This design comes from an exercise in tuning for small area on the open sky130 flow, not from production work.
RTL that was checked went through simulation tests only; none was proved equivalent to the original.
Power is estimated from default activity; no workload was simulated.

// asx_soupbintcp_itch
module asx_soupbintcp_itch (
    input  wire        clk,
    input  wire        rst,
    input  wire        ip_payload_valid,
    input  wire [7:0]  ip_payload_data,
    input  wire        ip_payload_start,
    input  wire        ip_payload_end,
    output wire [15:0] tcp_src_port,
    output wire [15:0] tcp_dst_port,
    output wire [31:0] tcp_seq_num,
    output wire [31:0] tcp_ack_num,
    output wire [3:0] tcp_data_offset,
    output wire [7:0] tcp_flags,
    output wire [15:0] tcp_window,
    output wire tcp_flag_syn,
    output wire tcp_flag_ack,
    output wire tcp_flag_fin,
    output wire tcp_flag_rst,
    output wire tcp_flag_psh,
    output wire tcp_header_valid,
    output wire tcp_parse_error,
    output wire session_active,
    output wire [63:0] session_sequence,
    output wire [7:0] pkt_type,
    output wire pkt_type_valid,
    output wire pkt_heartbeat,
    output wire pkt_login_accepted,
    output wire pkt_login_rejected,
    output wire pkt_end_session,
    output wire [31:0] seq_data_count,
    output wire [31:0] heartbeat_count,
    output wire parse_error,
    output wire msg_valid,
    output wire [7:0] msg_type,
    output wire msg_error,
    output wire [31:0] timestamp,
    output wire [63:0] order_id,
    output wire [31:0] orderbook_id,
    output wire side,
    output wire add_order_valid,
    output wire add_order_start,
    output wire [63:0] quantity,
    output wire [31:0] price,
    output wire [15:0] order_attributes,
    output wire order_executed_valid,
    output wire [63:0] exec_quantity,
    output wire order_cancel_valid,
    output wire order_delete_valid,
    output wire order_replace_valid,
    output wire directory_valid,
    output wire system_event_valid,
    output wire [7:0] event_code,
    output wire [31:0] total_messages,
    output wire [31:0] parse_errors
);
For scale: about 1600 cells after synthesis, roughly 480 flip-flops, ~0.020 mm2 of cells after synthesis.
export LEC_CHECK = 0
export CAP_MARGIN = 20
export CORE_MARGIN = 2
export CORE_UTILIZATION = 40
export SLEW_MARGIN = 20
create_clock -name core_clock -period 5.0 [get_ports {clk}]
standard.sh (not shown) runs the stock make flow with config.mk's settings and CLKGATE_MAP_FILE= SYNTH_SCRIPT=/design/flow/synth_recipe.tcl, a recipe that flattens the netlist after the stock synthesis.
==> flow/flow/run.sh <==
#!/bin/bash
# The standard layout (standard.sh) with: the smallest buffer cell on the
# ports, synthesis buffers removed at floorplan, no dummy clock-tree loads.
set -euo pipefail
export BUFFER_PORTS_ARGS="-buffer_cell sky130_fd_sc_hd__buf_1"
export REMOVE_ABC_BUFFERS=1
export CTS_ARGS="-sink_clustering_enable -repair_clock_nets -dont_use_dummy_load -sink_clustering_size 25 -sink_clustering_max_diameter 100"
bash standard.sh > standard_flow.log 2>&1
The baseline completed with no timing, DRC or antenna violations.
Rerun with:
--- a/flow/design.v
+++ b/flow/design.v
@@ -50,23 +50,23 @@
     output wire directory_valid,
     output wire system_event_valid,
     output wire [7:0] event_code,
     output wire [31:0] total_messages,
     output wire [31:0] parse_errors
 );
     reg [7:0] d1;
     always @(posedge clk)
         d1 <= ip_payload_data;
     localparam [1:0] T_IDLE = 2'd0, T_HDR = 2'd1, T_OPT = 2'd2, T_PAY = 2'd3;
     reg [1:0] t_state;
-    reg [5:0] tpos;      
+    wire [5:0] tpos;     
     reg       hw1;       
     reg       v1, e1;    
     reg       hdr_valid_r, tcp_err_r;
     wire [7:0] fb0;      
     wire [7:0] fb12;     
     wire [3:0] doff = fb12[7:4];
     always @(posedge clk) begin
         if (rst) begin
             t_state     <= T_IDLE;
             hw1         <= 1'b0;
             v1          <= 1'b0;
@@ -114,28 +114,22 @@
                     end
                 default:
                     if (ip_payload_valid) begin
                         v1 <= 1'b1;
                         e1 <= ip_payload_end;
                         if (ip_payload_end)
                             t_state <= T_IDLE;
                     end
             endcase
         end
     end
-    always @(posedge clk) begin
-        if (t_state == T_IDLE)
-            tpos <= 6'd0;
-        else if (ip_payload_valid && (t_state != T_PAY))
-            tpos <= tpos + 6'd1;
-    end
     assign tcp_header_valid = hdr_valid_r;
     assign tcp_parse_error  = tcp_err_r;
     localparam [2:0] S_IDLE = 3'd0, S_LSB = 3'd1, S_TYPE = 3'd2,
                      S_PAYF = 3'd3, S_PAY = 3'd4, S_SKIP = 3'd5;
     reg [2:0]  s_state;
     reg [15:0] cnt;      
     reg        sa;
     reg        v2, s2, e2;
     reg        ptv;
     wire [63:0] seq_cnt;
     wire [31:0] hb_cnt;
@@ -178,32 +172,45 @@
                     end
                     S_PAYF, S_PAY, S_SKIP:
                         if (cnt_last || e1)
                             s_state <= S_IDLE;
                         else if (s_state == S_PAYF)
                             s_state <= S_PAY;
                     default: s_state <= S_IDLE;
                 endcase
             end
         end
     end
+    wire [15:0] cnt_dec = cnt - 16'd1;
     always @(posedge clk) begin
         if (v1) begin
             if (s_state == S_IDLE)
                 cnt[15:8] <= d1;
             else if (s_state == S_LSB)
-                cnt[7:0] <= d1;
+                cnt[7:6] <= d1[7:6];
             else if (s_state != S_TYPE)
-                cnt <= cnt - 16'd1;
+                cnt[15:6] <= cnt_dec[15:6];
+        end
+        if (t_state == T_IDLE)
+            cnt[5:0] <= 6'd0;
+        else if (t_state != T_PAY) begin
+            if (ip_payload_valid)
+                cnt[5:0] <= cnt[5:0] + 6'd1;
+        end else if (v1) begin
+            if (s_state == S_LSB)
+                cnt[5:0] <= d1[5:0];
+            else if ((s_state != S_IDLE) && (s_state != S_TYPE))
+                cnt[5:0] <= cnt_dec[5:0];
         end
     end
+    assign tpos = cnt[5:0];
     event_counter #(.W(64)) seq_counter (
         .clk(clk), .rst(rst), .inc(v1 && (s_state == S_TYPE) && d1_S), .count(seq_cnt));
     event_counter #(.W(32)) hb_counter (
         .clk(clk), .rst(rst), .inc(v1 && (s_state == S_TYPE) && d1_H), .count(hb_cnt));
     assign session_active     = sa;
     assign session_sequence   = seq_cnt;
     assign seq_data_count     = seq_cnt[31:0];
     assign heartbeat_count    = hb_cnt;
     wire [7:0] pt = fb0;
     assign pkt_type           = pt;
     assign pkt_type_valid     = ptv;
Outcome: Via count rises by 0.43%; hold slack is worse by 0.018 ns; power goes down by 1.3%; count of clock-buffer cells in the layout does not change; die area goes down by 0.84%; register-to-register slack degrades by 0.05 ns; maximum frequency went down by 1.2%; first-iteration DRC count came out higher by 29%; routed wire length came out lower by 1.1%; cell area shrinks by 1.0%; cell count fell by 0.37%; setup slack got worse by 0.050 ns; synthesized cell count hardly moves; critical path depth came out lower by 1.
Only the layout flow was run in the first run of this note; the RTL was not checked for function there.

re-timing with driven ports:
The results above use ideal ports. As a check the final layouts listed here were re-extracted and re-timed, cells and wires unchanged.
Step 1, drivers: a clkbuf_16 drives clk and a buf_2 each remaining input, both assumed.
Step 2, shift: input delay + t, output delay - t, t = (earliest + latest rising clock arrival at the registers) / 2. This alone moves slack from input paths to output paths.
Slacks: ideal ports / drivers / drivers and shift; pairs: ideal ports / drivers.
run | t, ns | setup WS [ns] | hold WS [ns] | worst setup path at the end | worst register clock-pin slew, ns
the first run | 0.623 | 0.851 / 0.851 / 0.851 | 0.504 / 0.500 / 0.504 | register to register | 0.11 / 0.11
the second run | 0.616 | 0.801 / 0.801 / 0.801 | 0.486 / 0.486 / 0.486 | register to register | 0.10 / 0.10
After both steps every run listed still meets setup and hold.
